Background: an optimization exercise with open tools, aiming at small area, a short achievable clock period and few clock cycles. Do not read the settings as production practice.
At most, simulation tests tie the RTL to the original design; equivalence was not proved.
No functional check of the RTL was part of runs 1 and 9.
No activity file was given, so power comes from the tool's default toggle rates.

<file path="flow/run.sh">
#!/bin/bash
# The standard layout (the standard.sh), with a tighter setup repair target and
# small buffers on the ports.  Each step's full output is in orfs/logs; make's output
# goes to flow.log here.
set -euo pipefail
bash standard.sh SETUP_SLACK_MARGIN=5.9 \
  "BUFFER_PORTS_ARGS=-buffer_cell sky130_fd_sc_hd__buf_2" finish > flow.log 2>&1
</file>
<file path="standard.sh">
#!/bin/bash
# synth_recipe.tcl (not shown) runs the flow's synth.tcl, then flattens the netlist and writes it again
# the make line also repeats each setting of config.mk as NAME=value (left out here)
make -C /OpenROAD-flow-scripts/flow DESIGN_CONFIG=/design/flow/config.mk WORK_HOME=/design/flow/orfs CLKGATE_MAP_FILE= SYNTH_SCRIPT=/design/flow/synth_recipe.tcl "${@:-finish}"
</file>
<file path="config.mk">
export PLATFORM = sky130hd
export DESIGN_NAME = CPU_top
export DESIGN_NICKNAME = CPU_top
export VERILOG_FILES = /design/flow/design.v
export SDC_FILE = /design/flow/constraint.sdc
export NUM_CORES = 4
export LEC_CHECK = 0
export CAP_MARGIN = 20
export CORE_MARGIN = 2
export CORE_UTILIZATION = 40
export CTS_BUF_LIST = sky130_fd_sc_hd__clkbuf_16
export CTS_CLUSTER_DIAMETER = 100
export CTS_CLUSTER_SIZE = 30
export PLACE_DENSITY = 0.6
export SETUP_SLACK_MARGIN = 5
export SLEW_MARGIN = 20
export SYNTH_HIERARCHICAL = 1
export SYNTH_MINIMUM_KEEP_SIZE = 0
</file>
<file path="constraint.sdc">
create_clock -name core_clock -period 10.0 [get_ports {clk}]
set_input_delay 2.0000 -clock core_clock [delete_from_list [all_inputs] [get_ports {clk}]]
set_output_delay 2.0000 -clock core_clock [all_outputs]
set_load 0.01 [all_outputs]
</file>
<file path="design.v">
module ALU(
  input  [32-1:0] in_0,
  input  [32-1:0] in_1,
  input  [2:0]         func,    
  input                sub,     
  input                arith,   
  output reg [32-1:0] out,
  output [32-1:0] sum,
  output               eq,
  output               lt_s,
  output               lt_u
);
  wire [31:0] bb = in_1 ^ {32{sub}};
  wire [31:0] g0 = in_0 & bb;
  wire [31:0] p0 = in_0 ^ bb;
  reg [31:0] G, P, Gn, Pn;
  reg [32:0] cc;
  integer i, l, k;
  always @(*) begin
    G = g0;
    P = p0;
    G[0] = g0[0] | (p0[0] & sub);
    for (l = 0; l < 5; l = l + 1) begin
      Gn = G;
      Pn = P;
      for (i = 0; i < 32; i = i + 1)
        if (i[l]) begin
          k = ((i >> l) << l) - 1;
          Gn[i] = G[i] | (P[i] & G[k]);
          Pn[i] = P[i] & P[k];
        end
      G = Gn;
      P = Pn;
    end
    cc[0] = sub;
    for (i = 0; i < 32; i = i + 1) cc[i+1] = G[i];
  end
  assign sum  = p0 ^ cc[31:0];
  assign eq   = &p0;                        
  assign lt_u = ~cc[32];
  assign lt_s = (in_0[31] ^ in_1[31]) ? in_0[31] : sum[31];
  wire left = func[0];
  wire [4:0] amt = in_1[4:0];
  wire [31:0] r1 = amt[4] ? {in_0[15:0], in_0[31:16]} : in_0;
  wire [31:0] r2 = amt[3] ? {r1[7:0], r1[31:8]} : r1;
  wire [31:0] r3 = amt[2] ? {r2[3:0], r2[31:4]} : r2;
  wire [31:0] r4 = amt[1] ? {r3[1:0], r3[31:2]} : r3;
  wire [31:0] r5 = amt[0] ? {r4[0], r4[31:1]} : r4;
  wire [31:0] rmask = 32'hffffffff >> amt;
  wire [31:0] mask = ~left ? rmask : (amt == 5'd0) ? 32'hffffffff : ~rmask;
  wire [31:0] rout = r5 & mask;
  reg [31:0] other;
  always @(*) begin
    case (func)
      3'd0: other = g0;
      3'd1: other = g0 | p0;
      3'd6, 3'd7: other = rout;
      default: other = p0;
    endcase
    out = arith ? sum : other;
  end
endmodule
module GPregistor(
    input clk,
    input rst,
    input         ra_ld,       
    input  [4:0]  ra_nxt,      
    output [31:0] rd_data,     
    input  [4:0]  wr_addr,
    input         we_alu,      
    input  [31:0] alu_data,
    input         ld,          
    input  [31:0] ld_data
   );
   reg [31:0] s0 [0:15];
   reg [31:0] s1 [0:15];
   reg [15:0] v0, v1;
   reg        t;
   reg [4:0]  raddr;           
   reg        rslot;           
   reg        pv;              
   reg [31:0] pd;
   wire        we    = we_alu | ld;
   wire        wnow  = we & (wr_addr[0] ^ t);              
   wire        do_w  = pv | wnow;
   wire [4:0]  wa    = wr_addr;     
   wire [31:0] wd    = we_alu ? alu_data : (pv ? pd : ld_data);
   integer j;
   always @(posedge clk) begin
     for (j = 0; j < 16; j = j + 1) begin
       s1[j] <= s0[j];
       s0[j] <= (do_w && wa[4:1] == j) ? wd : s1[j];
     end
     pd <= we_alu ? alu_data : ld_data;
     if (ra_ld) raddr <= ra_nxt;
   end
   always @(posedge clk or negedge rst) begin
     if (~rst) begin
       v0 <= 16'b0;
       v1 <= 16'b0;
       t  <= 1'b0;
       pv <= 1'b0;
       rslot <= 1'b0;
     end else begin
       for (j = 0; j < 16; j = j + 1) begin
         v1[j] <= v0[j];
         v0[j] <= (do_w && wa[4:1] == j) | v1[j];
       end
       t  <= ~t;
       pv <= we & ~wnow;
       rslot <= ra_ld ? ~(ra_nxt[0] ^ t) : ~rslot;
     end
   end
   wire [31:0] sel;
   genvar k, b;
   generate
     for (k = 0; k < 16; k = k + 1) begin : g_sel
       assign sel[2*k]   = v0[k] & ~rslot & (raddr[4:1] == k);
       assign sel[2*k+1] = v1[k] &  rslot & (raddr[4:1] == k);
     end
     for (b = 0; b < 32; b = b + 1) begin : g_rd
       wire [31:0] col;
       for (k = 0; k < 16; k = k + 1) begin : g_col
         assign col[2*k]   = s0[k][b];
         assign col[2*k+1] = s1[k][b];
       end
       rf_rdbit u (.d(col), .sel(sel), .o(rf_rd[b]));
     end
   endgenerate
   wire [31:0] rf_rd;
   wire hit = wr_addr == raddr;
   assign rd_data = (ld & hit) ? ld_data :
                    (pv & hit) ? pd : rf_rd;
endmodule
module rf_rdbit(input [31:0] d, input [31:0] sel, output o);
  assign o = |(d & sel);
endmodule
module CPU_top (
  input  wire                     clk,
  input  wire                     reset,            
  input  wire [32-1:0]       if_bus_rd_data,
  input  wire                     if_bus_rdy,
  input  wire                     if_bus_grnt,
  output wire                     if_bus_req,
  output wire [30-1:0]  if_bus_addr,
  output wire                     if_bus_as,
  input  wire [32-1:0]       mem_bus_rd_data,
  input  wire                     mem_bus_rdy,
  input  wire                     mem_bus_grnt,
  output wire                     mem_bus_req,
  output wire [30-1:0]  mem_bus_addr,
  output wire                     mem_bus_as,
  output wire                     mem_bus_rw,
  output wire [32-1:0]       mem_bus_wr_data
);
  localparam PH_IDLE = 2'd0, PH_A = 2'd1, PH_B = 2'd2, PH_C = 2'd3;
  reg  [1:0]  ph;
  reg         if_req_r;    
  reg         fok;         
  reg         issued;      
  reg         nxt_v;       
  reg  [29:0] fpc;         
  reg  [31:0] ir;
  reg  [31:0] opA, opB;
  reg  [29:0] maddr;       
  reg  [4:0]  dst_q;
  reg         rw_q;
  reg         mreq, mpend, mok;
  reg         use_pc;      
  reg         sub;         
  reg         arith;       
  reg         rd_q;        
  wire [5:0]  op     = ir[31:26];
  wire [15:0] imm    = ir[15:0];
  wire [31:0] imm_s  = {{16{imm[15]}}, imm};
  wire [31:0] imm_u  = {16'b0, imm};
  wire is_alu  = (op[5:4] == 2'b00);
  wire is_br   = (op[5:2] == 4'b0100);
  wire is_call = (op == 6'h15);
  wire is_jc   = (op[5:1] == 5'b01010);                  
  wire is_ctl  = is_br | is_jc;
  wire is_st   = (op == 6'h17);
  wire is_mem  = (op[5:1] == 5'b01011);
  wire rtype   = is_alu & (~op[0] | (op[3:0] == 4'hb));
  wire imm_sx  = is_mem | is_alu & (op[3:1] == 3'b011 || op[3:1] == 3'b100);   
  wire [2:0] func = op[3:1];
  wire is_shl  = is_alu & (func == 3'd7);
  wire [31:0] imm_ext = is_br ? {imm_s[29:0], 2'b00} :
                        is_jc ? 32'b0 :
                        imm_sx ? imm_s : imm_u;
  wire [31:0] rf_rd;
  wire        ld_wb  = mem_bus_rdy & ~rw_q;                
  wire        c_act  = (ph == PH_C) & ~nxt_v;               
  wire        we_c   = c_act & (is_alu | is_call) & (~is_ctl | issued);
  wire [31:0] alu_out;
  wire        ra_ld  = if_bus_rdy | (ph == PH_A && a_done);
  wire [4:0]  ra_nxt = if_bus_rdy ? if_bus_rd_data[25:21] : ir[20:16];
  GPregistor gpr (
    .clk     (clk),
    .rst     (reset),
    .ra_ld   (ra_ld),
    .ra_nxt  (ra_nxt),
    .rd_data (rf_rd),
    .wr_addr (dst_q),
    .we_alu  (we_c),
    .alu_data(alu_out),
    .ld      (ld_wb),
    .ld_data (mem_bus_rd_data)
  );
  wire [31:0] rd_a = rf_rd;    
  wire [31:0] alu_in0 = use_pc ? {fpc, 2'b00} : opA;
  wire [31:0] alu_sum;
  wire eq, lt_s, lt_u;
  ALU alu (
    .in_0 (alu_in0),
    .in_1 (opB),
    .func (func),
    .sub  (sub),
    .arith(arith),
    .out  (alu_out),
    .sum  (alu_sum),
    .eq   (eq),
    .lt_s (lt_s),
    .lt_u (lt_u)
  );
  reg cond;
  always @(*) begin
    case (op[1:0])
      2'd0: cond = eq;
      2'd1: cond = ~eq;
      2'd2: cond = lt_s;
      default: cond = lt_u;
    endcase
  end
  wire taken = is_br ? cond : 1'b1;
  wire if_as   = if_bus_grnt & fok;
  wire m_as    = mem_bus_grnt & mok;
  wire a_done  = ~mreq | mem_bus_rdy;
  wire c_done  = (mreq & ~mpend) ? m_as : (~is_ctl | issued | nxt_v);
  wire have    = nxt_v | if_bus_rdy;
  wire fin     = (ph == PH_IDLE) | (ph == PH_C & c_done);
  wire enter_a = fin & have;
  wire redirect = c_act & is_ctl & issued & taken;
  reg [1:0] ph_n;
  always @(*) begin
    ph_n = ph;
    case (ph)
      PH_A: if (a_done) ph_n = PH_B;
      PH_B: ph_n = PH_C;
      default: if (fin) ph_n = have ? PH_A : PH_IDLE;
    endcase
  end
  wire issued_n = enter_a ? 1'b0 : (issued | if_as);
  wire nxt_v_n  = enter_a ? 1'b0 : (nxt_v | if_bus_rdy);
  wire fok_n    = (ph_n != PH_A) & ~issued_n & ~nxt_v_n;
  wire mreq_n   = (ph == PH_A & a_done & is_mem) | (mreq & ~mem_bus_rdy);
  wire mpend_n  = m_as | (mpend & ~mem_bus_rdy);
  always @(posedge clk or negedge reset) begin
    if (~reset) begin
      ph       <= PH_IDLE;
      if_req_r <= 1'b0;
      fok      <= 1'b0;
      issued   <= 1'b0;
      nxt_v    <= 1'b0;
      fpc      <= 30'b0;
      mreq     <= 1'b0;
      mpend    <= 1'b0;
      mok      <= 1'b0;
      rd_q     <= 1'b0;
    end else begin
      ph       <= ph_n;
      if_req_r <= 1'b1;
      fok      <= fok_n;
      issued   <= issued_n;
      nxt_v    <= nxt_v_n;
      rd_q     <= redirect;
      if (rd_q)       fpc <= maddr;
      else if (if_as) fpc <= fpc + 30'd1;
      mreq     <= mreq_n;
      mpend    <= mpend_n;
      mok      <= mreq_n & ~mpend_n;
    end
  end
  always @(posedge clk) begin
    if (if_bus_rdy) ir <= if_bus_rd_data;
    if (ph == PH_A) begin
      use_pc <= is_br;
      sub <= 1'b0;
    end else if (ph == PH_B) begin
      use_pc <= is_call;                                  
      sub <= is_br | (is_alu & func == 3'd5);
      arith <= is_alu & (func == 3'd3 || func == 3'd4 || func == 3'd5);
    end
    if (ph == PH_A) begin
      opA <= rd_a;
      opB <= {imm_ext[31:5], is_shl ? 5'd0 - imm_ext[4:0] : imm_ext[4:0]};
    end
    if (ph == PH_B) begin
      maddr <= alu_sum[31:2];
      if (rtype | is_br | is_st) opB <= {rf_rd[31:5], is_shl ? 5'd0 - rf_rd[4:0] : rf_rd[4:0]};
      dst_q <= rtype ? ir[15:11] : (is_call ? 5'd31 : ir[20:16]);
      rw_q  <= is_st;
    end
  end
  assign if_bus_req      = if_req_r;
  assign if_bus_addr     = fpc;
  assign if_bus_as       = if_as;
  assign mem_bus_req     = mreq;
  assign mem_bus_addr    = maddr;
  assign mem_bus_as      = m_as;
  assign mem_bus_rw      = rw_q;
  assign mem_bus_wr_data = opB;
endmodule
</file>
==> out/metrics.yaml, run 1 <==
grt_pass1_vias: 36596
reg2reg_slack_ps: 5920
worstPathMaxFanout: 2
gr-total-overflow: 0
clock.fmax_mhz: 229.7
max_slew_margin: 0.2251
path_cells: "buf_6, and2_4, buf_6"
hold_path_class: "reg2reg"
wl_mm: 187.2
viasPerCell: 6.139
io_buffers: 166
grt_antenna_before_repair: 6
fp.dieW_um: 359.5
die_h_um: 359.5
cts.sinks: 1266
finalNetCount: 4703
cp.arrival_ps: 2350
leakage_nw: 21.96
drt_pass1_iterations: 5
postCtsHoldBufs: 0
design_area_um2: 56810
io_pins: 167
min_period_over_period: 0.4354
grtUsageTotal: 0.2764
cp_slowest_cell: "and2_4"
final_cell_mix: "dfxtp_1 (1,086), mux2_2 (543), a22oi_1 (483), nand2_1 (169), inv_1 (167)"
tns_ps: 0
drc: 0
fill_cells: 11665
skew_ps: 46.24
hold_violations: 0
crit_buf_inv: 2
clockBufferDepth: 3
grt_pass1_wl_mm: 263.5
path_clk_slew_ps: 110
vias: 38254
place.gp.congestion: 0.9886
period_minus_slack_ps: 4354
cp.depth: 3
slew_violations: 0
reg2reg_from: "use_pc"
die-area_um2: 129300
htree_levels: 2
crit_start: "if_bus_grnt"
drt_iter0_markers: 4398
dp_hpwl_mm: 112.0
end_kind: "primary output"
required_ps: 8000
drv_cap: 0
power.total_mw: 20.15
post_drt_wl_per_cell_um: 30.05
reg2reg_to: "gpr.s0[13][11]"
tritoncts: "yes"
synth_nets: 4545
core.rowCount: 130
synth_area_um2: 50560
r2r_cells: 17
syn_inst: 4399
area_delta_synth_final_pct: 12.36
peakVddDrop_v: 0.0001963
pwr_density_cell_nw_per_um2: 354.6
critical-path-max-stage-delay_ps: 140
root_buffer: "clkbuf_16"
dpl_cell_area_um2: 53240
rsz0062_at_grt: "true"
initial_core_util: 0.4026
yosysWarnings: 11
grt_start_max_net_pins: 81
clock_latency_ps: 730
antenna_left: 0
worst_pin_slew_ps: 1162
avgSynthCellArea_um2: 11.49
drive_gt1_frac: 0.2725
crit_family: "buffers and inverters"
status: "no timing/DRC/antenna violations"
path_common_cell: "buf_6"
final_common_cell: "dfxtp_1"
setup_viol: 0
critPathLaunchType: "input pin"
cts-buffers-inserted: 51
core-area_um2: 125600
worst-setup-path-type: "in2out"
cp-endpoint: "if_bus_as"
==> worst min-delay path by stage <==
stage                  start             to  slack, ps  depth (start not counted)
2_1_floorplan  gpr.s0[11][0]  gpr.s1[11][0]        330                          0
5_1_grt        gpr.s0[9][20]  gpr.s1[9][20]        330                          0
3_3_place_gp    gpr.s0[5][6]   gpr.s1[5][6]        330                          0
6_report        gpr.s0[2][0]   gpr.s1[2][0]        330                          0
3_5_place_dp   gpr.s0[4][18]  gpr.s1[4][18]        340                          0
4_1_cts        gpr.s0[9][20]  gpr.s1[9][20]        320                          0
==> layout make-up <==
type / count / area, um^2 / share of cell area
Antenna cell: 5 / 12.51 / 0.0002203
Clock buffer: 52 / 1301 / 0.02291
Clock inverter: 20 / 246.5 / 0.004339
Inverter: 162 / 608.1 / 0.01070
Multi-Input combinational cell: 2743 / 23360 / 0.4112
Sequential cell: 1266 / 26750 / 0.4710
Tap cell: 1650 / 2064 / 0.03634
Timing Repair Buffer: 333 / 2464 / 0.04337
==> metal layers <==
metal / wire length [um] / up-vias / global-route usage
met1: 76370 / 19109 / 0.3718
met3: 17620 / 442 / 0.04245
li1: - / 16762 / -
met5: 0 / - / 0
met2: 82770 / 1941 / 0.4345
met4: 10480 / 0 / 0.1335
==> sequential cells by signal, summed over array words and instances, names as in the netlist, 2 cells and up <==
| signal | cells |
|---|---|
| gpr.v0 | 16 |
| gpr.s1 | 512 |
| ir | 27 |
| gpr.v1 | 16 |
| opA | 32 |
| fpc | 30 |
| maddr | 30 |
| dst_q | 5 |
| gpr.raddr | 5 |
| ph | 2 |
| gpr.s0 | 512 |
| opB | 32 |
| gpr.pd | 32 |
==> worst register-to-register path, stage by stage, from the launching register on <==
cell,delay (ps)
edfxtp_1,490
buf_4,200
bufbuf_16,290
mux2_4,350
inv_2,80
ha_4,210
nand3b_1,170
a21oi_4,110
buf_4,150
nor2_4,110
inv_2,100
a2111oi_4,360
nor3_1,110
xor2_1,220
o221a_2,330
nand2_4,170
o21ai_4,180
mux2_2,360
==> report_power, final <==
group          internal [mW]  switching [mW]  total, mW
combinational           3.54            4.85       8.39
clock                  0.988            1.66       2.65
sequential              7.65            1.46       9.11
==> repair_timing <==
action / CTS / global route
resized for setup: 140 / 138
pin swaps: 29 / 31
gates cloned: 13 / 7
setup buffers: 28 / 35
endpoints found under the setup margin: 524 / 515
==> metrics by stage <==
step,hold slack (ps),instances,util,worst slack (ps)
after floorplan,331.6,4399,-,5729
after global placement,332.8,6071,0.4239,4848
after detailed placement,335.9,6071,0.4240,4802
after CTS,323.5,6184,0.4444,5651
after global routing,325.7,6226,0.4523,5640
final,330.9,6231,0.4524,5646
==> run 2: changes to the inputs <==
--- a/design.v
+++ b/design.v
@@ -76,3 +76,3 @@
    reg [31:0] s1 [0:15];
-   reg [15:0] v0, v1;
+   reg        clr, clr0;      
    reg        t;
@@ -86,3 +86,3 @@
    wire [4:0]  wa    = wr_addr;     
-   wire [31:0] wd    = we_alu ? alu_data : (pv ? pd : ld_data);
+   wire [31:0] wd    = clr ? 32'b0 : we_alu ? alu_data : (pv ? pd : ld_data);
    integer j;
@@ -91,3 +91,3 @@
        s1[j] <= s0[j];
-       s0[j] <= (do_w && wa[4:1] == j) ? wd : s1[j];
+       s0[j] <= (clr || (do_w && wa[4:1] == j)) ? wd : s1[j];
      end
@@ -98,4 +98,4 @@
      if (~rst) begin
-       v0 <= 16'b0;
-       v1 <= 16'b0;
+       clr0 <= 1'b1;
+       clr  <= 1'b1;
        t  <= 1'b0;
@@ -104,6 +104,4 @@
      end else begin
-       for (j = 0; j < 16; j = j + 1) begin
-         v1[j] <= v0[j];
-         v0[j] <= (do_w && wa[4:1] == j) | v1[j];
-       end
+       clr0 <= 1'b0;
+       clr  <= clr0;
        t  <= ~t;
@@ -117,4 +115,4 @@
      for (k = 0; k < 16; k = k + 1) begin : g_sel
-       assign sel[2*k]   = v0[k] & ~rslot & (raddr[4:1] == k);
-       assign sel[2*k+1] = v1[k] &  rslot & (raddr[4:1] == k);
+       assign sel[2*k]   = ~rslot & (raddr[4:1] == k);
+       assign sel[2*k+1] =  rslot & (raddr[4:1] == k);
      end
--- a/flow/run.sh
+++ b/flow/run.sh
@@ -5,3 +5,3 @@
 set -euo pipefail
-bash standard.sh SETUP_SLACK_MARGIN=5.9 \
+bash standard.sh SETUP_SLACK_MARGIN=5.6 \
   "BUFFER_PORTS_ARGS=-buffer_cell sky130_fd_sc_hd__buf_2" finish > flow.log 2>&1
--- a/config.mk
+++ b/config.mk
@@ -12,3 +12,3 @@
 export CTS_CLUSTER_DIAMETER = 100
-export CTS_CLUSTER_SIZE = 30
+export CTS_CLUSTER_SIZE = 24
 export PLACE_DENSITY = 0.6
==> run 2 against run 1 <==
Effect of this change: core utilization fell by 1.1 points; still clean; clock power grew 3%; combinational power is 21% lower; critical path type unchanged; maximum frequency decreased by 0.61%; cell count grew 0.61%; setup slack worse by 27 ps; count of clock-buffer cells in the layout grew 7; first-iteration DRC count up 19%.
==> out/metrics.yaml, run 2 <==
drc: 0
final_cell_count_no_fill: 6269
core.rowCount: 129
worst-setup-path-type: "in2out"
io_pins: 167
die_h_um: 355.6
synth_area_um2: 49460
clock.fmax_mhz: 228.3
avgSynthCellArea_um2: 10.92
dpl_cell_area_um2: 52170
place.gp.congestion: 0.9695
htree_levels: 2
grt_pass1_vias: 38465
post_drt_wl_per_cell_um: 30.93
drive_gt1_frac: 0.1470
hold_violations: 0
status: "no timing/DRC/antenna violations"
cts.sinks: 1236
wl_mm: 193.9
final_common_cell: "dfxtp_1"
cp_slowest_cell: "and2_4"
die-area_um2: 126500
slew_violations: 0
fill_cells: 11522
drt_iter0_markers: 5217
drv_cap: 0
gr-total-overflow: 0
preCtsSetupSlack_ps: 4624
antenna_left: 0
vias: 40539
cp.arrival_ps: 2380
clock_latency_ps: 720
clockBufferDepth: 3
final_cell_mix: "dfxtp_1 (1,084), a22oi_1 (483), a22o_1 (375), nor2_1 (219), inv_1 (171)"
cts-buffers-inserted: 59
viasPerCell: 6.467
multiInputGateArea_um2: 22150
fp.dieW_um: 355.6
grt_start_max_net_pins: 108
required_ps: 8000
syn_inst: 4530
post-route-util: 0.4418
area_delta_synth_final_pct: 10.01
critical-path-max-stage-delay_ps: 160
dp.cells: 6147
synth_nets: 4676
root_buffer: "clkbuf_16"
path_cells: "buf_2, and2_4, buf_6"
skew_ps: 38.79
worstPathMaxFanout: 3
setup_viol: 0
drt_pass1_iterations: 8
core-area_um2: 123200
peakVddDrop_v: 0.0001841
crit_buf_inv: 2
path_clk_slew_ps: 100
min_period_over_period: 0.4380
pwr_density_cell_nw_per_um2: 283.0
grtUsageTotal: 0.2962
register_area_um2: 26010
worst_pin_slew_ps: 1299
tritoncts: "yes"
crit_family: "buffers and inverters"
io_buffers: 166
grt_pass1_wl_mm: 275.8
period_minus_slack_ps: 4380
worst_hold_slack_ps: 342.9
power.total_mw: 15.40
leakage_nw: 19.89
initial_core_util: 0.4016
end_kind: "primary output"
largestRegisters: "gpr.s0 x512, gpr.s1 x512"
max_slew_margin: 0.1343
grt_antenna_before_repair: 3
tns_ps: 0
rsz0062_at_grt: "true"
dp_hpwl_mm: 121.7
hold_path_class: "reg2reg"
critPathLaunchType: "input pin"
worst_slack_ps: 5620
design_area_um2: 54410
yosysWarnings: 11
finalNetCount: 4758
-- run 2: worst reg2reg max path, cell delays in order (launching register included) --
cell      delay [ps]
edfxtp_1         610
or3_1            560
nor2_4           410
buf_6            460
a22oi_1          170
nand4_1          120
or4_1            270
o22ai_1          130
a221oi_1         590
inv_1            120
ha_1             240
inv_1             60
o311ai_0         120
xnor2_1          170
mux2i_1          130
o21ai_1           80
-- run 2: path summary, 6_finish.rpt --
kind | from | to | slack, ps | cells after the start
worst max-delay path | if_bus_grnt | if_bus_as | 5620 | 3
worst min-delay path | gpr.s0[4][23] | gpr.s1[4][23] | 340 | 0
worst max register to register | gpr.raddr[1] | opB[4] | 5660 | 15
worst min register to register | gpr.s0[4][23] | gpr.s1[4][23] | 340 | 0
max in group asynchronous | reset | gpr.pv | 8040 | 2
min in group asynchronous | reset | issued | 1420 | 2
-- run 2: area by class of cell --
cell class,count,share of cell area
Inverter,165,0.01138
Clock inverter,16,0.002553
Sequential cell,1236,0.4780
Multi-Input combinational cell,2846,0.4070
Tap cell,1637,0.03764
Clock buffer,59,0.02714
Timing Repair Buffer,304,0.03603
Antenna cell,6,0.0002760
-- run 2: layer usage --
metal	up-vias	part of all wire	global-route usage
met3	559	0.099	0.05583
li1	17438	-	-
met2	2509	0.44	0.4654
met4	0	0.059	0.1480
met5	-	0	0
met1	20033	0.40	0.3899
-- run 2: timing repair --
action,CTS,global route
hold buffers,0,0
pin swaps,20,11
endpoints found under the setup margin,411,357
endpoints found under the hold margin,0,0
resized for setup,34,52
buffers inserted,25,14
gates cloned,1,1
-- run 2: power breakdown --
group / switching (mW) / internal, mW
clock: 1.64 / 1.08
sequential: 0.494 / 5.59
combinational: 4.25 / 2.34
Testbench counts of run 2, summed over its fixed seeds: cycles 50,315.
==> run 3: changes to the inputs <==
--- a/design.v
+++ b/design.v
@@ -166,2 +166,3 @@
   reg         mreq, mpend, mok;
+  reg         fok_nb, mok_nb;  
   reg         use_pc;      
@@ -266,2 +267,4 @@
       mok      <= 1'b0;
+      fok_nb   <= 1'b1;
+      mok_nb   <= 1'b1;
       rd_q     <= 1'b0;
@@ -279,2 +282,4 @@
       mok      <= mreq_n & ~mpend_n;
+      fok_nb   <= ~fok_n;
+      mok_nb   <= ~(mreq_n & ~mpend_n);
     end
@@ -304,6 +309,6 @@
   assign if_bus_addr     = fpc;
-  assign if_bus_as       = if_as;
+  assign if_bus_as       = if_bus_grnt & ~fok_nb;    
   assign mem_bus_req     = mreq;
   assign mem_bus_addr    = maddr;
-  assign mem_bus_as      = m_as;
+  assign mem_bus_as      = mem_bus_grnt & ~mok_nb;   
   assign mem_bus_rw      = rw_q;
--- a/flow/run.sh
+++ b/flow/run.sh
@@ -5,3 +5,3 @@
 set -euo pipefail
-bash standard.sh SETUP_SLACK_MARGIN=5.6 \
-  "BUFFER_PORTS_ARGS=-buffer_cell sky130_fd_sc_hd__buf_2" finish > flow.log 2>&1
+bash standard.sh SETUP_SLACK_MARGIN=5.7 \
+  "BUFFER_PORTS_ARGS=-buffer_cell sky130_fd_sc_hd__buf_1" finish > flow.log 2>&1
--- a/config.mk
+++ b/config.mk
@@ -7,2 +7,3 @@
 export LEC_CHECK = 0
+export ABC_CLOCK_PERIOD_IN_PS = 4400
 export CAP_MARGIN = 20
==> run 3 against run 2 <==
Effect of this change: still clean on timing, DRC and antenna; cell count decreased by 0.81%; sequential share of layout area down 0.086 points; setup slack gained 33 ps; clock skew increased by 42 ps; die area shrank 1.1%; power rose by 1.3%; first-iteration DRC count grew 12%; count of clock-buffer cells in the layout grew 1; global-route usage grew 0.54 points; sequential cell count is 2 higher.
==> out/metrics.yaml, run 3 <==
synth_nets: 4619
finalNetCount: 4717
design_area_um2: 54610
syn_inst: 4473
peakVddDrop_v: 0.0002111
final_common_cell: "dfxtp_1"
clock_latency_ps: 770
worst-setup-path-type: "in2out"
reg2reg_to: "opB[4]"
required_ps: 8000
avgSynthCellArea_um2: 10.93
hp-start: "gpr.s0[13][15]"
dp_hpwl_mm: 117.7
dpl_cell_area_um2: 51440
drive_gt1_frac: 0.1316
core-area_um2: 121600
whs_path_depth: 0
fp.dieW_um: 353.6
slew_violations: 0
reg2reg_slack_ps: 5750
dp.cells: 6082
final_cell_mix: "dfxtp_1 (1,085), a22oi_1 (484), a22o_1 (372), nor2_1 (182), inv_1 (169)"
clockBufferDepth: 3
setup_viol: 0
path_clk_slew_ps: 90
wl_mm: 196.6
met3_usage: 0.06747
worst_pin_slew_ps: 1089
worstPathMaxFanout: 2
grt_antenna_before_repair: 5
crit_start: "mem_bus_grnt"
drc: 0
largestRegisters: "gpr.s0 x512, gpr.s1 x512"
grtUsageMet1: 0.3960
viasPerCell: 6.529
core.rowCount: 128
drt_iter0_markers: 5836
antenna_left: 0
cp.arrival_ps: 2350
vias: 40599
final_cell_count_no_fill: 6218
die-area_um2: 125000
drt_pass1_iterations: 7
worst_slack_ps: 5653
synth_area_um2: 48880
postCtsHoldBufs: 0
cts-buffers-inserted: 60
reg2reg_from: "gpr.raddr[3]"
status: "no timing/DRC/antenna violations"
grtUsageTotal: 0.3016
preCtsSetupSlack_ps: 4152
io_buffers: 166
min_period_over_period: 0.4347
hold_path_class: "reg2reg"
post-route-util: 0.4493
post_drt_wl_per_cell_um: 31.61
grt_pass1_wl_mm: 278.4
pwr_density_cell_nw_per_um2: 285.5
io_pins: 167
clock.fmax_mhz: 230.0
grt_busiest_layer: "met2"
critPathLaunchType: "input pin"
root_buffer: "clkbuf_16"
r2r_cells: 15
max_slew_margin: 0.2736
rsz0062_at_grt: "true"
gr-total-overflow: 0
die_h_um: 353.6
grt_pass1_vias: 38587
cts.sinks: 1238
skew_ps: 80.58
tritoncts: "yes"
yosysWarnings: 11
end_kind: "primary output"
place.gp.congestion: 0.9602
hold_end: "gpr.s1[13][15]"
use_met2: 0.4659
initial_core_util: 0.4021
tns_ps: 0
htree_levels: 2
drv_cap: 0
hold_violations: 0
leakage_nw: 19.64
period_minus_slack_ps: 4347
area_delta_synth_final_pct: 11.73
grt_start_max_net_pins: 97
==> run 3: cell type report <==
cell class              count  area [um^2]
fillers                 11325        66940
flip-flops and latches   1238        26060
multi-input cells        2800        22210
well taps                1625         2033
repair buffers            308         1964
clock buffers              60         1501
inverters                 163        611.8
clock inverters            19        221.5
diodes                      5        12.51
==> run 3: worst max path at each step <==
stage	endpoint	slack, ps	depth (start not counted)
CTS	gpr.s0[11][31]	5570	18
global placement	gpr.s0[3][23]	4210	7
floorplan	gpr.s0[1][17]	5770	20
finish	mem_bus_as	5650	3
detailed placement	gpr.s0[11][25]	4150	7
global route	opB[4]	5580	13
==> run 3: metal layers <==
metal	vias up	wire length, um
li1	17242	-
met1	20136	78240
met2	2523	85490
met3	694	20780
met4	4	12040
met5	-	27
==> run 3: report_power, final <==
| part | internal (mW) | switching, mW |
|---|---|---|
| clock network | 1.11 | 1.70 |
| logic | 2.42 | 4.31 |
| registers | 5.58 | 0.464 |
| total | 9.12 | 6.48 |
==> run 3: through the flow <==
stage | hold slack [ps] | power, mW
global route | 303.4 | 16.16
CTS | 308.0 | 15.18
global placement | 332.8 | 12.03
detailed placement | 335.9 | 12.07
floorplan | 331.6 | 9.942
finish | 299.0 | 15.59
==> run 3: worst max-delay path, cell delays in order <==
cell	delay, ps
buf_1	80
nor2b_2	140
buf_2	130
==> run 3: what timing repair did <==
action	4_1_cts	5_1_grt
gates resized for setup	143	98
setup endpoints to repair	415	392
setup buffers	32	14
gates cloned	5	0
pin swaps	24	22
Testbench counts of run 3, summed over its fixed seeds: cycles 50,315.
==> run 4: changes to the inputs <==
--- a/config.mk
+++ b/config.mk
@@ -7,3 +7,2 @@
 export LEC_CHECK = 0
-export ABC_CLOCK_PERIOD_IN_PS = 4400
 export CAP_MARGIN = 20
==> run 4 against run 3 <==
Effect of this change: still clean on timing, DRC and antenna; sequential power about the same; first-iteration DRC count unchanged; synthesized area unchanged; clock skew unchanged; maximum frequency unchanged; cell count unchanged; non-clock buffer count unchanged; via count unchanged; clock power about the same; setup slack unchanged; highest routed layer unchanged.
==> out/metrics.yaml, run 4 <==
skew_ps: 80.58
gr-total-overflow: 0
status: "no timing/DRC/antenna violations"
drive_gt1_frac: 0.1316
worst_pin_slew_ps: 1089
cp_slowest_cell: "nor2b_2"
reg2reg_from: "gpr.raddr[3]"
area_delta_synth_final_pct: 11.73
die-area_um2: 125000
hold_path_class: "reg2reg"
core.rowCount: 128
htree_levels: 2
pwr_density_cell_nw_per_um2: 285.5
path_clk_slew_ps: 90
end_kind: "primary output"
io_buffers: 166
grt_antenna_before_repair: 5
pwr-share-seq: 0.388
cts.sinks: 1238
post-route-util: 0.4493
drt_pass1_iterations: 7
period_minus_slack_ps: 4347
crit_buf_inv: 2
fp.dieW_um: 353.6
design_area_um2: 54610
grt_pass1_wl_mm: 278.4
place.gp.congestion: 0.9602
crit_family: "buffers and inverters"
syn_inst: 4473
min_period_over_period: 0.4347
vias: 40599
cp.depth: 3
crit_start: "mem_bus_grnt"
reg2reg_slack_ps: 5750
worst-setup-path-type: "in2out"
avgSynthCellArea_um2: 10.93
critical-path-max-stage-delay_ps: 140
peakVddDrop_v: 0.0002111
drv_cap: 0
cts-buffers-inserted: 60
final_common_cell: "dfxtp_1"
netSwitchingFraction: 0.4152
hold_violations: 0
rsz0062_at_grt: "true"
tritoncts: "yes"
slew_violations: 0
initial_core_util: 0.4021
clockBufferDepth: 3
wl_mm: 196.6
synth_area_um2: 48880
max_slew_margin: 0.2736
setup_viol: 0
hp-start: "gpr.s0[13][15]"
cp-endpoint: "mem_bus_as"
finalNetCount: 4717
drt_iter0_markers: 5836
final_cell_count_no_fill: 6218
switching_power_mw: 6.475
r2r_cells: 15
io_pins: 167
viasPerCell: 6.529
path_cells: "buf_1, nor2b_2, buf_2"
critPathLaunchType: "input pin"
largestRegisters: "gpr.s0 x512, gpr.s1 x512"
grtUsageTotal: 0.3016
required_ps: 8000
reg2reg_to: "opB[4]"
yosysWarnings: 11
antenna_left: 0
dpl_cell_area_um2: 51440
p_clk_frac: 0.180
root_buffer: "clkbuf_16"
worstPathMaxFanout: 2
grt_pass1_vias: 38587
dp_hpwl_mm: 117.7
core-area_um2: 121600
final_cell_mix: "dfxtp_1 (1,085), a22oi_1 (484), a22o_1 (372), nor2_1 (182), inv_1 (169)"
leakage_nw: 19.64
cp.arrival_ps: 2350
grt_start_max_net_pins: 97
dp.cells: 6082
clock_latency_ps: 770
postCtsHoldBufs: 0
clock.fmax_mhz: 230.0
tns_ps: 0
power_frac_comb: 0.432
die_h_um: 353.6
post_drt_wl_per_cell_um: 31.61
p_int_mw: 9.118
drc: 0
synth_nets: 4619
run 4: power groups by stage:
stage	sequential [mW]	combinational [mW]	clock, mW
floorplan	6.01	3.93	0
global placement	6.14	5.88	0
detailed placement	6.14	5.93	0
CTS	6.04	6.32	2.83
global route	6.09	7.07	3.00
finish	6.05	6.74	2.81
run 4: per-layer routing:
metal | global-route usage | wire (um) | part of all wire
met5 | 0 | 27 | 0.00014
met4 | 0.1534 | 12040 | 0.061
met3 | 0.06747 | 20780 | 0.11
met2 | 0.4659 | 85490 | 0.43
met1 | 0.3960 | 78240 | 0.40
run 4: worst min path at each step:
stage	endpoint	slack, ps	depth (start not counted)
2_1_floorplan	gpr.s1[11][0]	330	0
3_3_place_gp	gpr.s1[6][5]	330	0
3_5_place_dp	gpr.s1[0][15]	340	0
4_1_cts	gpr.s1[13][15]	310	0
5_1_grt	gpr.s1[13][15]	300	0
6_report	gpr.s1[13][15]	300	0
run 4: worst reg2reg max path, stage by stage, from the launching register on:
cell,delay [ps]
edfxtp_1,680
nand2b_4,410
nor2_4,140
buf_6,300
a22oi_1,260
nand4_1,110
or4_1,760
o22ai_1,300
a221oi_2,120
inv_1,90
ha_1,160
inv_1,40
o311ai_0,340
xor2_1,180
mux2i_1,70
and3_1,200
run 4: layout make-up:
type	count	area, um^2
inverters	163	611.8
clock inverters	19	221.5
clock buffers	60	1501
fillers	11325	66940
diodes	5	12.51
multi-input cells	2800	22210
well taps	1625	2033
repair buffers	308	1964
flip-flops and latches	1238	26060
run 4: repair_timing:
item                                    in CTS  in global routing
endpoints found under the setup margin     415                392
gates cloned                                 5                  0
buffers inserted                            32                 14
pin swaps                                   24                 22
gates resized for setup                    143                 98
run 4: per-stage QoR:
stage	setup WS, ps	hold WS [ps]	total power, mW
after CTS	5572	308.0	15.18
after detailed placement	4152	335.9	12.07
final	5653	299.0	15.59
after global placement	4205	332.8	12.03
after floorplan	5772	331.6	9.942
after global routing	5575	303.4	16.16
==> run 5: changes to the inputs <==
--- a/config.mk
+++ b/config.mk
@@ -13,3 +13,3 @@
 export CTS_CLUSTER_SIZE = 24
-export PLACE_DENSITY = 0.6
+export PLACE_DENSITY = 0.5
 export SETUP_SLACK_MARGIN = 5
==> run 5 against run 4 <==
Effect of this change: sequential cell count stayed put; core utilization hardly changed; synthesized area stayed put; first-iteration DRC count is 20% lower; global-route usage is 1.8 points higher; hold slack better by 15 ps; clock power hardly changed; sequential share of layout area hardly changed; register-to-register slack worse by 50 ps; non-clock buffer count is 12 higher; sequential power hardly changed; setup slack better by 28 ps; critical path type unchanged; critical endpoint is now if_bus_as; largest power group unchanged; highest routed layer is now met4.
==> out/metrics.yaml, run 5 <==
initial_core_util: 0.4021
r2r_cells: 18
critPathLaunchType: "input pin"
rsz0062_at_grt: "true"
io_buffers: 166
worst_hold_slack_ps: 314.4
peakVddDrop_v: 0.0002362
synth_area_um2: 48880
final_common_cell: "dfxtp_1"
core-area_um2: 121600
avgSynthCellArea_um2: 10.93
die_h_um: 353.6
leakage_nw: 19.67
hold_path_class: "reg2reg"
area_delta_synth_final_pct: 11.74
power_frac_comb: 0.431
netSwitchingFraction: 0.4181
p_clk_frac: 0.181
status: "no timing/DRC/antenna violations"
pwr-share-seq: 0.388
design_area_um2: 54620
post_drt_wl_per_cell_um: 33.57
period_minus_slack_ps: 4319
hold_violations: 0
tns_ps: 0
skew_ps: 70.92
finalNetCount: 4730
reg2reg_from: "use_pc"
final_cell_mix: "dfxtp_1 (1,085), a22oi_1 (484), a22o_1 (372), nor2_1 (188), inv_1 (167)"
path_clk_slew_ps: 100
core.rowCount: 128
post-route-util: 0.4493
vias: 40080
clock.fmax_mhz: 231.5
worstPathMaxFanout: 2
reg2reg_to: "gpr.s0[15][19]"
drc: 0
worst-setup-path-type: "in2out"
dpl_cell_area_um2: 51610
drv_cap: 0
viasPerCell: 6.434
whs_path_depth: 0
required_ps: 8000
die-area_um2: 125000
max_slew_margin: 0.2117
postCtsHoldBufs: 0
cts.sinks: 1238
fp.dieW_um: 353.6
hp-start: "gpr.s0[12][5]"
drive_gt1_frac: 0.1355
dp_hpwl_mm: 125.9
p_int_mw: 9.049
slew_violations: 0
root_buffer: "clkbuf_16"
gr-total-overflow: 0
final_cell_count_no_fill: 6229
syn_inst: 4473
synth_nets: 4619
cp.arrival_ps: 2320
drt_iter0_markers: 4643
grt_pass1_vias: 38351
dp.cells: 6101
clockBufferDepth: 3
grt_start_max_net_pins: 86
min_period_over_period: 0.4319
grtUsageTotal: 0.3199
largestRegisters: "gpr.s0 x512, gpr.s1 x512"
antenna_left: 0
reg2reg_slack_ps: 5700
drt_pass1_iterations: 6
grt_pass1_wl_mm: 289.9
cts-buffers-inserted: 60
grt_antenna_before_repair: 4
tritoncts: "yes"
io_pins: 167
switching_power_mw: 6.501
wl_mm: 209.1
place.gp.congestion: 0.9536
setup_viol: 0
clock_latency_ps: 760
yosysWarnings: 11
htree_levels: 2
worst_pin_slew_ps: 1172
hold_end: "gpr.s1[12][5]"
pwr_density_cell_nw_per_um2: 284.7
end_kind: "primary output"
[run 5: critical path: stages]
cell,delay [ps]
buf_12,100
nor2b_4,110
buf_6,110
[run 5: metrics by stage]
stage | total power, mW | setup slack, ps
2_1_floorplan | 9.942 | 5772
3_3_place_gp | 12.17 | 4369
3_5_place_dp | 12.18 | 4286
4_1_cts | 15.11 | 5558
5_1_grt | 16.18 | 5604
6_report | 15.55 | 5681
[run 5: layout make-up]
| cell class | count | area (um^2) |
|---|---|---|
| Tap cell | 1625 | 2033 |
| Timing Repair Buffer | 320 | 2002 |
| Multi-Input combinational cell | 2801 | 22210 |
| Inverter | 163 | 611.8 |
| Sequential cell | 1238 | 26060 |
| Fill cell | 11405 | 66940 |
| Antenna cell | 5 | 12.51 |
| Clock buffer | 60 | 1501 |
| Clock inverter | 17 | 191.4 |
[run 5: worst max-delay path by stage]
stage / start / end / slack [ps] / cells past startpoint
after floorplan: opB[4] / gpr.s0[1][17] / 5770 / 20
after global placement: mem_bus_rdy / gpr.s0[6][4] / 4370 / 8
after detailed placement: mem_bus_rdy / gpr.s0[2][11] / 4290 / 8
after CTS: use_pc / gpr.s0[11][31] / 5560 / 17
after global routing: use_pc / gpr.s0[6][19] / 5600 / 18
final: if_bus_grnt / if_bus_as / 5680 / 3
[run 5: power groups by stage]
stage               combinational, mW  clock (mW)  sequential, mW
global placement                 6.04           0            6.13
CTS                              6.23        2.85            6.03
detailed placement               6.05           0            6.13
global route                     7.09        3.01            6.08
finish                           6.71        2.81            6.03
floorplan                        3.93           0            6.01
[run 5: timing repair]
action	CTS	global route
pin swaps	10	23
cloned	3	3
resized for setup	74	147
endpoints found under the setup margin	428	415
buffers inserted	21	18
[run 5: metal layers]
layer	part of all wire	routed length, um	up-vias	track usage
li1	-	-	17259	-
met4	0.059	12410	0	0.1498
met3	0.079	16520	572	0.05552
met2	0.46	96250	2109	0.5238
met5	0	0	-	0
met1	0.40	83930	20140	0.4105
==> run 6: changes to the inputs <==
--- a/config.mk
+++ b/config.mk
@@ -11,5 +11,5 @@
 export CTS_BUF_LIST = sky130_fd_sc_hd__clkbuf_16
-export CTS_CLUSTER_DIAMETER = 100
-export CTS_CLUSTER_SIZE = 24
-export PLACE_DENSITY = 0.5
+export CTS_CLUSTER_DIAMETER = 70
+export CTS_CLUSTER_SIZE = 28
+export PLACE_DENSITY = 0.6
 export SETUP_SLACK_MARGIN = 5
==> run 6 against run 5 <==
Effect of this change: still clean on timing, DRC and antenna; routed wire length down 6.1%; power up 5.1%; global-route usage down 1.9 points; sequential power about the same; sequential cell count unchanged; maximum frequency down 0.64%; setup slack worse by 28 ps; count of clock-buffer cells in the layout up 19; core utilization up 0.71 points; synthesized cell count unchanged; hold slack better by 14 ps; critical path depth unchanged; critical endpoint is now mem_bus_as; highest routed layer is now met5.
==> out/metrics.yaml, run 6 <==
reg2reg_to: "gpr.s0[12][17]"
worst_pin_slew_ps: 1071
setup_viol: 0
r2r_cells: 20
synth_area_um2: 48880
clock_latency_ps: 710
gr-total-overflow: 0
wl_mm: 196.3
power.total_mw: 16.34
hold_violations: 0
post_drt_wl_per_cell_um: 31.31
drv_cap: 0
vias: 40608
cts-buffers-inserted: 77
skew_ps: 47.89
crit_family: "buffers and inverters"
tritoncts: "yes"
use_met2: 0.4638
finalNetCount: 4734
core.rowCount: 128
io_pins: 167
leakage_nw: 20.07
syn_inst: 4473
cp.arrival_ps: 2350
grt_busiest_layer: "met2"
end_kind: "primary output"
reg2reg_from: "use_pc"
path_clk_slew_ps: 110
largestRegisters: "gpr.s0 x512, gpr.s1 x512"
synth_nets: 4619
min_period_over_period: 0.4347
core-area_um2: 121600
clock.fmax_mhz: 230.0
slew_violations: 0
yosysWarnings: 11
viasPerCell: 6.477
path_cells: "buf_1, nor2b_2, buf_2"
grtUsageMet1: 0.3958
drt_pass1_iterations: 6
grtUsageTotal: 0.3014
grt_antenna_before_repair: 6
reg2reg_slack_ps: 5750
peakVddDrop_v: 0.0002010
rsz0062_at_grt: "true"
dp.cells: 6082
final_common_cell: "dfxtp_1"
worst-setup-path-type: "in2out"
avgSynthCellArea_um2: 10.93
tns_ps: 0
root_buffer: "clkbuf_16"
final_cell_mix: "dfxtp_1 (1,085), a22oi_1 (484), a22o_1 (372), nor2_1 (188), inv_1 (163)"
critPathLaunchType: "input pin"
fp.dieW_um: 353.6
cp.depth: 3
grt_pass1_vias: 38930
grt_start_max_net_pins: 97
clockBufferDepth: 3
crit_start: "mem_bus_grnt"
die_h_um: 353.6
cts.sinks: 1238
area_delta_synth_final_pct: 13.50
pwr_density_cell_nw_per_um2: 294.6
grt_pass1_wl_mm: 278.1
drc: 0
antenna_left: 0
max_slew_margin: 0.2855
critical-path-max-stage-delay_ps: 140
post-route-util: 0.4564
dp_hpwl_mm: 117.7
die-area_um2: 125000
cp-endpoint: "mem_bus_as"
status: "no timing/DRC/antenna violations"
htree_levels: 3
drive_gt1_frac: 0.1367
met3_usage: 0.06732
initial_core_util: 0.4021
cp_slowest_cell: "nor2b_2"
drt_iter0_markers: 5632
worstPathMaxFanout: 2
place.gp.congestion: 0.9602
required_ps: 8000
io_buffers: 166
hold_path_class: "reg2reg"
crit_buf_inv: 2
final_cell_count_no_fill: 6270
period_minus_slack_ps: 4347
-- run 6: cell count changes in the layout (fill, tap and decap cells not counted), moves of 5 or more --
cell       delta
clkbuf_16    +19
buf_4        -18
clkinv_8     +11
inv_16        +9
inv_12        +8
inv_8         +7
o2bb2ai_1     +7
o2bb2ai_2     -7
o21a_4        -5
-- run 6: cell type report --
cell class / count / area, um^2
sequential: 1238 / 26060
clock buffer: 79 / 1977
antenna: 1 / 2.502
inverter: 163 / 611.8
multi-input combinational: 2800 / 21970
fill: 11266 / 66070
clock inverter: 56 / 877.1
timing repair buffer: 308 / 1953
tap: 1625 / 2033
-- run 6: what timing repair did --
item | in CTS | in global routing
hold buffers | 0 | 0
gates cloned | 4 | 1
resized for setup | 85 | 109
setup buffers | 26 | 20
pin swaps | 14 | 16
endpoints found under the setup margin | 447 | 398
-- run 6: metrics by stage --
stage	worst slack, ps	area (um^2)	hold slack (ps)
3_5_place_dp	4152	51440	335.9
6_report	5653	55480	328.2
3_3_place_gp	4205	51440	332.8
5_1_grt	5615	55480	331.4
4_1_cts	5624	54870	332.3
2_1_floorplan	5772	48890	331.6
-- run 6: worst reg2reg max path, cell delays in order, from the launching register on --
cell and delay [ps]:
edfxtp_1 370, buf_4 190, buf_12 170, mux2_4 300, inv_1 60, ha_2 380, nand4_1 190, a211oi_2 350
a2111oi_4 60, buf_6 160, buf_4 160, o21ai_2 150, inv_1 80, fa_1 380, xnor2_1 180, nor2_1 70
a21oi_2 210, nand2_1 120, o21a_4 250, nand2b_4 210, o2bb2ai_1 170
-- run 6: metal layers --
metal / up-vias / routed length, um
li1: 17330 / -
met1: 20070 / 78170
met2: 2546 / 85630
met3: 658 / 20890
met4: 4 / 11600
met5: - / 23
-- run 6: where the power goes --
group,switching [mW],leakage (nW),internal [mW]
Sequential,0.460,10.3,5.58
Combinational,4.25,8.40,2.32
Clock,2.11,1.37,1.62
Total,6.81,20.1,9.53
-- run 6: worst min path at each step --
stage                               from              to  slack (ps)  cells past startpoint
final                     gpr.s0[10][28]  gpr.s1[10][28]         330                      0
after global routing        gpr.s0[6][6]    gpr.s1[6][6]         330                      0
after global placement      gpr.s0[6][5]    gpr.s1[6][5]         330                      0
after detailed placement   gpr.s0[0][15]   gpr.s1[0][15]         340                      0
after CTS                  gpr.s0[5][10]   gpr.s1[5][10]         330                      0
after floorplan            gpr.s0[11][0]   gpr.s1[11][0]         330                      0
==> run 7: changes to the inputs <==
--- a/config.mk
+++ b/config.mk
@@ -9,7 +9,7 @@
 export CORE_MARGIN = 2
-export CORE_UTILIZATION = 40
+export CORE_UTILIZATION = 50
 export CTS_BUF_LIST = sky130_fd_sc_hd__clkbuf_16
-export CTS_CLUSTER_DIAMETER = 70
-export CTS_CLUSTER_SIZE = 28
-export PLACE_DENSITY = 0.6
+export CTS_CLUSTER_DIAMETER = 100
+export CTS_CLUSTER_SIZE = 24
+export PLACE_DENSITY = 0.7
 export SETUP_SLACK_MARGIN = 5
==> run 7 against run 6 <==
Effect of this change: die area fell by 20%; routed wire length fell by 4.8%; cell area fell by 2.9%; cell count fell by 6.7%; first-iteration DRC count fell by 2.8%; setup slack improved by 28 ps; sequential power barely moved; maximum frequency rose by 0.66%; largest cell class unchanged; highest routed layer unchanged.
==> out/metrics.yaml, run 7 <==
clockBufferDepth: 3
core.rowCount: 114
p_clk_frac: 0.177
dpl_cell_area_um2: 50990
final_cell_mix: "dfxtp_1 (1,085), a22oi_1 (484), a22o_1 (372), nor2_1 (189), inv_1 (169)"
r2r_cells: 19
end_kind: "primary output"
worst_slack_ps: 5681
switching_power_mw: 6.289
cp.arrival_ps: 2320
gr-total-overflow: 0
p_int_mw: 9.028
design_area_um2: 53880
root_buffer: "clkbuf_16"
critPathLaunchType: "input pin"
rsz0062_at_grt: "true"
antenna_left: 0
cp-endpoint: "if_bus_as"
min_period_over_period: 0.4319
dp_hpwl_mm: 108.5
grt_antenna_before_repair: 2
die-area_um2: 100300
largestRegisters: "gpr.s0 x512, gpr.s1 x512"
cts-buffers-inserted: 59
synth_nets: 4619
power.total_mw: 15.32
vias: 40626
pwr-share-seq: 0.393
worst_hold_slack_ps: 328.2
crit_start: "if_bus_grnt"
setup_viol: 0
clock.fmax_mhz: 231.6
drive_gt1_frac: 0.1268
period_minus_slack_ps: 4319
drv_cap: 0
drc: 0
grtUsageTotal: 0.3610
drt_pass1_iterations: 8
pwr_density_cell_nw_per_um2: 284.3
max_slew_margin: 0.1981
core-area_um2: 96850
preCtsSetupSlack_ps: 4127
tritoncts: "yes"
io_pins: 167
reg2reg_from: "use_pc"
leakage_nw: 19.51
peakVddDrop_v: 0.0001596
final_common_cell: "dfxtp_1"
netSwitchingFraction: 0.4106
clock_latency_ps: 720
grt_pass1_wl_mm: 264.4
place.gp.congestion: 0.9919
cts.sinks: 1238
slew_violations: 0
initial_core_util: 0.5047
yosysWarnings: 11
required_ps: 8000
tns_ps: 0
reg2reg_slack_ps: 5700
grt_pass1_vias: 38667
viasPerCell: 6.942
power_frac_comb: 0.430
htree_levels: 2
status: "no timing/DRC/antenna violations"
grt_start_max_net_pins: 98
hold_path_class: "reg2reg"
io_buffers: 166
worst-setup-path-type: "in2out"
synth_area_um2: 48880
finalNetCount: 4708
area_delta_synth_final_pct: 10.23
drt_iter0_markers: 5476
skew_ps: 54.98
worstPathMaxFanout: 2
wl_mm: 186.9
worst_pin_slew_ps: 1201
path_clk_slew_ps: 100
syn_inst: 4473
die_h_um: 316.7
post_drt_wl_per_cell_um: 31.94
avgSynthCellArea_um2: 10.93
reg2reg_to: "gpr.s0[1][19]"
fp.dieW_um: 316.7
hold_violations: 0
run 7: layout make-up:
class / count / area [um^2]
fillers: 8354 / 42970
well taps: 1276 / 1597
clock inverters: 14 / 148.9
multi-input cells: 2800 / 22080
flip-flops and latches: 1238 / 26060
diodes: 2 / 5.005
clock buffers: 59 / 1476
inverters: 163 / 611.8
repair buffers: 300 / 1907
run 7: worst min path at each step:
stage                     end  slack [ps]  cells past startpoint      startpoint
2_1_floorplan   gpr.s1[11][0]         330                      0   gpr.s0[11][0]
3_3_place_gp   gpr.s1[11][16]         330                      0  gpr.s0[11][16]
3_5_place_dp    gpr.s1[13][0]         340                      0   gpr.s0[13][0]
4_1_cts          gpr.s1[2][8]         340                      0    gpr.s0[2][8]
5_1_grt         gpr.s1[5][22]         350                      0   gpr.s0[5][22]
6_report        gpr.s1[9][12]         330                      0   gpr.s0[9][12]
run 7: metal layers:
metal	up-vias	share of wire	GRT usage
met4	2	0.076	0.2308
met3	795	0.13	0.09850
li1	17192	-	-
met5	-	0.000070	0
met2	2958	0.43	0.5461
met1	19679	0.37	0.4557
run 7: what timing repair did:
item / in CTS / in global routing
cloned: 4 / 1
resized for setup: 89 / 130
endpoints found under the setup margin: 512 / 452
hold buffers: 0 / 0
endpoints found under the hold margin: 0 / 0
buffers inserted: 15 / 24
pin swaps: 6 / 15
run 7: stage by stage:
step | util | std cells
2_1_floorplan | - | 4473
3_3_place_gp | 0.5264 | 5732
3_5_place_dp | 0.5265 | 5732
4_1_cts | 0.5485 | 5824
5_1_grt | 0.5563 | 5850
6_report | 0.5563 | 5852
run 7: critical path, stage by stage:
cell and delay, ps:
buf_12 100, nor2b_4 110, buf_6 110
run 7: power groups by stage:
stage          Combinational [mW]  Clock [mW]  Sequential (mW)
2_1_floorplan                3.93           0             6.01
3_3_place_gp                 5.75           0             6.11
3_5_place_dp                 5.81           0             6.12
4_1_cts                      5.99        2.71             6.02
5_1_grt                      6.92        2.88             6.06
6_report                     6.58        2.71             6.02
==> run 8: changes to the inputs <==
--- a/config.mk
+++ b/config.mk
@@ -9,3 +9,3 @@
 export CORE_MARGIN = 2
-export CORE_UTILIZATION = 50
+export CORE_UTILIZATION = 45
 export CTS_BUF_LIST = sky130_fd_sc_hd__clkbuf_16
@@ -13,3 +13,3 @@
 export CTS_CLUSTER_SIZE = 24
-export PLACE_DENSITY = 0.7
+export PLACE_DENSITY = 0.65
 export SETUP_SLACK_MARGIN = 5
==> run 8 against run 7 <==
Effect of this change: core utilization fell by 5.4 points; cell count rose by 2.3%; die area rose by 11%; power rose by 0.11%; synthesized area did not move; routed wire length rose by 1.7%; sequential power barely moved; critical path type unchanged.
==> out/metrics.yaml, run 8 <==
io_buffers: 166
drv_cap: 0
fill_cells: 9602
antenna_left: 0
drt_pass1_iterations: 9
place.gp.congestion: 0.9663
drive_gt1_frac: 0.1259
max_slew_margin: 0.1949
fp.dieW_um: 333.6
critical-path-max-stage-delay_ps: 130
path_clk_slew_ps: 90
slew_violations: 0
avgSynthCellArea_um2: 10.93
pwr_density_cell_nw_per_um2: 284.2
clockBufferDepth: 3
register_area_um2: 26060
clock_latency_ps: 740
postCtsHoldBufs: 0
viasPerCell: 6.768
tns_ps: 0
grtUsageTotal: 0.3287
die_h_um: 333.6
cp_slowest_cell: "buf_2"
core-area_um2: 107400
period_minus_slack_ps: 4333
syn_inst: 4473
worst-setup-path-type: "in2out"
tritoncts: "yes"
peakVddDrop_v: 0.0001721
rsz0062_at_grt: "true"
drt_iter0_markers: 5358
crit_buf_inv: 2
power_frac_comb: 0.426
skew_ps: 35.96
grt_pass1_vias: 38130
die-area_um2: 111300
leakage_nw: 19.52
hold_path_class: "reg2reg"
final_common_cell: "dfxtp_1"
p_int_mw: 9.041
preCtsSetupSlack_ps: 4585
clock.fmax_mhz: 230.8
io_pins: 167
multiInputGateArea_um2: 22040
end_kind: "primary output"
status: "no timing/DRC/antenna violations"
min_period_over_period: 0.4333
largestRegisters: "gpr.s0 x512, gpr.s1 x512"
initial_core_util: 0.4553
post_drt_wl_per_cell_um: 31.73
final_cell_mix: "dfxtp_1 (1,085), a22oi_1 (484), a22o_1 (372), nor2_1 (188), inv_1 (171)"
wl_mm: 190.0
finalNetCount: 4713
hold_violations: 0
critPathLaunchType: "input pin"
path_cells: "buf_12, nor2b_1, buf_2"
area_delta_synth_final_pct: 10.39
htree_levels: 2
grt_start_max_net_pins: 97
cp.arrival_ps: 2330
grt_antenna_before_repair: 3
worstPathMaxFanout: 2
grt_pass1_wl_mm: 270.0
gr-total-overflow: 0
netSwitchingFraction: 0.4104
setup_viol: 0
synth_area_um2: 48880
yosysWarnings: 11
vias: 40528
cts.sinks: 1238
worst_pin_slew_ps: 1206
dp_hpwl_mm: 115.1
required_ps: 8000
root_buffer: "clkbuf_16"
switching_power_mw: 6.293
drc: 0
worst_slack_ps: 5667
pwr-share-seq: 0.393
synth_nets: 4619
p_clk_frac: 0.181
cts-buffers-inserted: 59
crit_family: "buffers and inverters"
core.rowCount: 120
-- run 8: area by class of cell --
| cell class | count | share of cell area |
|---|---|---|
| diodes | 2 | 0.00009275 |
| well taps | 1403 | 0.03253 |
| flip-flops and latches | 1238 | 0.4829 |
| clock buffers | 61 | 0.02829 |
| repair buffers | 304 | 0.03371 |
| clock inverters | 16 | 0.002782 |
| inverters | 163 | 0.01134 |
| multi-input cells | 2801 | 0.4084 |
-- run 8: worst reg2reg max path: stages (launching register included) --
cell and delay, ps:
edfxtp_1 340, buf_4 170, clkbuf_16 220, mux2_2 460
ha_1 280, a211oi_2 270, nor2_1 110, a2111oi_4 290
buf_6 200, buf_4 150, o211a_1 230, o21ai_2 90
a21oi_2 200, a21oi_1 90, o221a_1 280, nand2_1 100
o21a_4 220, nor2_1 120, a22o_1 300
-- run 8: timing repair --
| item | in CTS | in global routing |
|---|---|---|
| buffers inserted | 26 | 17 |
| gates resized for setup | 58 | 121 |
| cloned | 4 | 1 |
| pin swaps | 16 | 16 |
| setup endpoints to repair | 376 | 386 |
-- run 8: per-layer routing --
metal  vias up  GRT usage  wire length (um)
met5         -          0                31
li1      17249          -                 -
met1     19894     0.4247             72590
met4         4     0.1706             12230
met2      2690     0.5148             83420
met3       691    0.07361             21750
-- run 8: power groups by stage --
stage	logic (mW)	clock network, mW	registers (mW)
2_1_floorplan	3.93	0	6.01
3_3_place_gp	5.83	0	6.13
3_5_place_dp	5.86	0	6.13
4_1_cts	6.04	2.77	6.02
5_1_grt	6.87	2.95	6.07
6_report	6.54	2.77	6.03
-- run 8: worst paths after layout --
| kind | start | to | slack, ps | cells past startpoint |
|---|---|---|---|---|
| max in group asynchronous | reset | gpr.pv | 8110 | 2 |
| min in group asynchronous | reset | if_req_r | 1390 | 2 |
| setup reg to reg | use_pc | gpr.s0[4][29] | 5750 | 18 |
| hold reg to reg | gpr.s0[10][14] | gpr.s1[10][14] | 340 | 0 |
| setup / recovery | if_bus_grnt | if_bus_as | 5670 | 3 |
| hold / removal | gpr.s0[10][14] | gpr.s1[10][14] | 340 | 0 |
-- run 8: metrics by stage --
stage	std cells	hold slack, ps	util	instance area, um^2	power [mW]
after floorplan	4473	331.6	-	48890	9.942
after global placement	5860	333.2	0.4764	51150	11.95
after detailed placement	5860	336.7	0.4765	51150	11.99
after CTS	5967	340.3	0.4964	53290	14.83
after global routing	5986	353.6	0.5026	53960	15.89
final	5988	336.3	0.5027	53960	15.33
==> run 9: changes to the inputs <==
--- a/design.v
+++ b/design.v
@@ -111,3 +111,7 @@
    end
-   wire [31:0] sel;
+   wire hit = wr_addr == raddr;
+   wire bl  = ld & hit;
+   wire bp  = pv & hit;
+   wire byp = bl | bp;
+   wire [33:0] sel;
    genvar k, b;
@@ -115,7 +119,9 @@
      for (k = 0; k < 16; k = k + 1) begin : g_sel
-       assign sel[2*k]   = ~rslot & (raddr[4:1] == k);
-       assign sel[2*k+1] =  rslot & (raddr[4:1] == k);
+       assign sel[2*k]   = ~byp & ~rslot & (raddr[4:1] == k);
+       assign sel[2*k+1] = ~byp &  rslot & (raddr[4:1] == k);
      end
+     assign sel[32] = bl;
+     assign sel[33] = bp;
      for (b = 0; b < 32; b = b + 1) begin : g_rd
-       wire [31:0] col;
+       wire [33:0] col;
        for (k = 0; k < 16; k = k + 1) begin : g_col
@@ -124,11 +130,9 @@
        end
-       rf_rdbit u (.d(col), .sel(sel), .o(rf_rd[b]));
+       assign col[32] = ld_data[b];
+       assign col[33] = pd[b];
+       rf_rdbit u (.d(col), .sel(sel), .o(rd_data[b]));
      end
    endgenerate
-   wire [31:0] rf_rd;
-   wire hit = wr_addr == raddr;
-   assign rd_data = (ld & hit) ? ld_data :
-                    (pv & hit) ? pd : rf_rd;
 endmodule
-module rf_rdbit(input [31:0] d, input [31:0] sel, output o);
+module rf_rdbit(input [33:0] d, input [33:0] sel, output o);
   assign o = |(d & sel);
--- a/config.mk
+++ b/config.mk
@@ -9,3 +9,3 @@
 export CORE_MARGIN = 2
-export CORE_UTILIZATION = 45
+export CORE_UTILIZATION = 40
 export CTS_BUF_LIST = sky130_fd_sc_hd__clkbuf_16
@@ -13,3 +13,3 @@
 export CTS_CLUSTER_SIZE = 24
-export PLACE_DENSITY = 0.65
+export PLACE_DENSITY = 0.6
 export SETUP_SLACK_MARGIN = 5
==> run 9 against run 8 <==
Effect of this change: via count rose by 0.76%; clock power about the same; die area up 13%; maximum frequency fell by 2.3%; synthesized cell count is 1.6% lower; clock skew is 30 ps higher; combinational power grew 9.2%; sequential cell count stayed put; cell count is 4.7% higher; critical path depth rose by 1; largest power group unchanged.
==> out/metrics.yaml, run 9 <==
status: "no timing/DRC/antenna violations"
r2r_cells: 15
worstPathMaxFanout: 2
rsz0062_at_grt: "true"
tns_ps: 0
post-route-util: 0.4626
clock_latency_ps: 750
final_common_cell: "dfxtp_1"
antenna_left: 0
syn_inst: 4401
post_drt_wl_per_cell_um: 32.41
final_cell_mix: "dfxtp_1 (1,086), a22oi_1 (505), a22o_1 (497), buf_4 (183), buf_1 (159)"
cp-endpoint: "if_bus_as"
skew_ps: 65.46
hold_path_class: "reg2reg"
root_buffer: "clkbuf_16"
io_buffers: 166
grt_start_max_net_pins: 125
path_clk_slew_ps: 100
gr-total-overflow: 0
preCtsSetupSlack_ps: 3950
core.rowCount: 128
yosysWarnings: 11
required_ps: 8000
grtUsageTotal: 0.3096
max_slew_margin: 0.1807
wl_mm: 203.1
initial_core_util: 0.4038
drc: 0
dpl_cell_area_um2: 52010
pwr_density_cell_nw_per_um2: 283.3
grt_pass1_vias: 38977
grt_antenna_before_repair: 2
period_minus_slack_ps: 4436
area_delta_synth_final_pct: 14.57
cts.sinks: 1238
min_period_over_period: 0.4436
htree_levels: 2
worst_pin_slew_ps: 1225
final_cell_count_no_fill: 6267
die-area_um2: 125900
place.gp.congestion: 0.9577
io_pins: 167
setup_viol: 0
drt_iter0_markers: 5587
drv_cap: 0
viasPerCell: 6.516
clock.fmax_mhz: 225.4
end_kind: "primary output"
drt_pass1_iterations: 8
hold_violations: 0
postCtsHoldBufs: 0
cts-buffers-inserted: 59
leakage_nw: 20.61
grt_pass1_wl_mm: 284.1
crit_start: "if_bus_grnt"
core-area_um2: 121900
design_area_um2: 56380
slew_violations: 0
reg2reg_slack_ps: 5720
worst-setup-path-type: "in2out"
avgSynthCellArea_um2: 11.18
synth_area_um2: 49210
fp.dieW_um: 354.8
synth_nets: 4547
reg2reg_to: "gpr.s0[9][27]"
finalNetCount: 4771
die_h_um: 354.8
cp.arrival_ps: 2440
clockBufferDepth: 3
largestRegisters: "gpr.s0 x512, gpr.s1 x512"
drive_gt1_frac: 0.1821
worst_slack_ps: 5564
worst_hold_slack_ps: 325.0
reg2reg_from: "use_pc"
tritoncts: "yes"
critPathLaunchType: "input pin"
power.total_mw: 15.97
peakVddDrop_v: 0.0002656
dp_hpwl_mm: 124.1
vias: 40835
dp.cells: 6050
run 9: worst min path at each step:
stage	to	cells after the start	slack, ps	startpoint
after floorplan	gpr.s1[12][0]	0	330	gpr.s0[12][0]
after global placement	gpr.s1[13][23]	0	330	gpr.s0[13][23]
after detailed placement	gpr.s1[15][0]	0	340	gpr.s0[15][0]
after CTS	gpr.s1[15][3]	0	320	gpr.s0[15][3]
after global routing	gpr.s1[15][3]	0	330	gpr.s0[15][3]
final	gpr.s1[15][3]	0	330	gpr.s0[15][3]
run 9: repair_timing:
action                                  CTS  global route
pin swaps                                36            49
gates resized for setup                 182           113
buffers inserted                         86            43
cloned                                    9             1
endpoints found under the setup margin  566           419
run 9: worst max-delay path: stages:
cell	delay, ps
buf_6	90
buf_6	110
nor2b_4	120
buf_6	110
run 9: area by class of cell:
type	instances	area, um^2
Antenna cell	1	2.502
Clock buffer	60	1501
Clock inverter	17	170.2
Fill cell	11202	65500
Inverter	103	391.6
Multi-Input combinational cell	2806	22930
Sequential cell	1238	26060
Tap cell	1625	2033
Timing Repair Buffer	417	3297
run 9: layer usage:
layer / track usage / share of wire / vias to the layer above
li1: - / - / 17360
met1: 0.4012 / 0.39 / 20208
met2: 0.4764 / 0.44 / 2663
met3: 0.08031 / 0.11 / 602
met5: 0 / 0.000064 / -
met4: 0.1576 / 0.061 / 2
run 9: where the power goes:
group	leakage [nW]	switching [mW]	total, mW	internal [mW]
Combinational	9.47	4.65	7.14	2.49
Sequential	10.3	0.493	6.08	5.58
Clock	0.838	1.65	2.76	1.10
Total	20.6	6.79	16.0	9.18

separate check: timing with driven ports:
Ports are ideal in the flow. The routed layouts listed here were re-timed in OpenROAD. Step 1, drivers: a clkbuf_16 drives clk and a buf_2 each remaining input, both assumed. Step 2 moves the port delays by t, midway between the first and last clock arrival at a register: inputs arrive t later, outputs are due t later. That takes back most of the time a late clock gives input paths. a / b / c = ideal / step 1 / step 2; a / b = the first two.
| run | t, ns | setup WS [ns] | worst setup path after step 2 |
|---|---|---|---|
| run 1 | 0.773 | 5.646 / 5.609 / 5.510 | input to register |
| run 2 | 0.776 | 5.620 / 5.595 / 5.140 | input to register |
| run 3 | 0.805 | 5.653 / 5.627 / 5.203 | input to register |
| run 4 | 0.805 | 5.653 / 5.627 / 5.203 | input to register |
| run 5 | 0.806 | 5.681 / 5.632 / 5.067 | input to register |
| run 6 | 0.765 | 5.653 / 5.627 / 5.200 | input to register |
| run 7 | 0.768 | 5.681 / 5.633 / 5.264 | input to register |
| run 8 | 0.794 | 5.667 / 5.619 / 5.028 | input to register |
| run 9 | 0.800 | 5.564 / 5.532 / 4.816 | input to register |
After both steps every run listed still meets setup and hold. For run 9, which loses most, drivers alone change the setup slack by -0.032 ns; drivers and shift together by -0.748 ns.
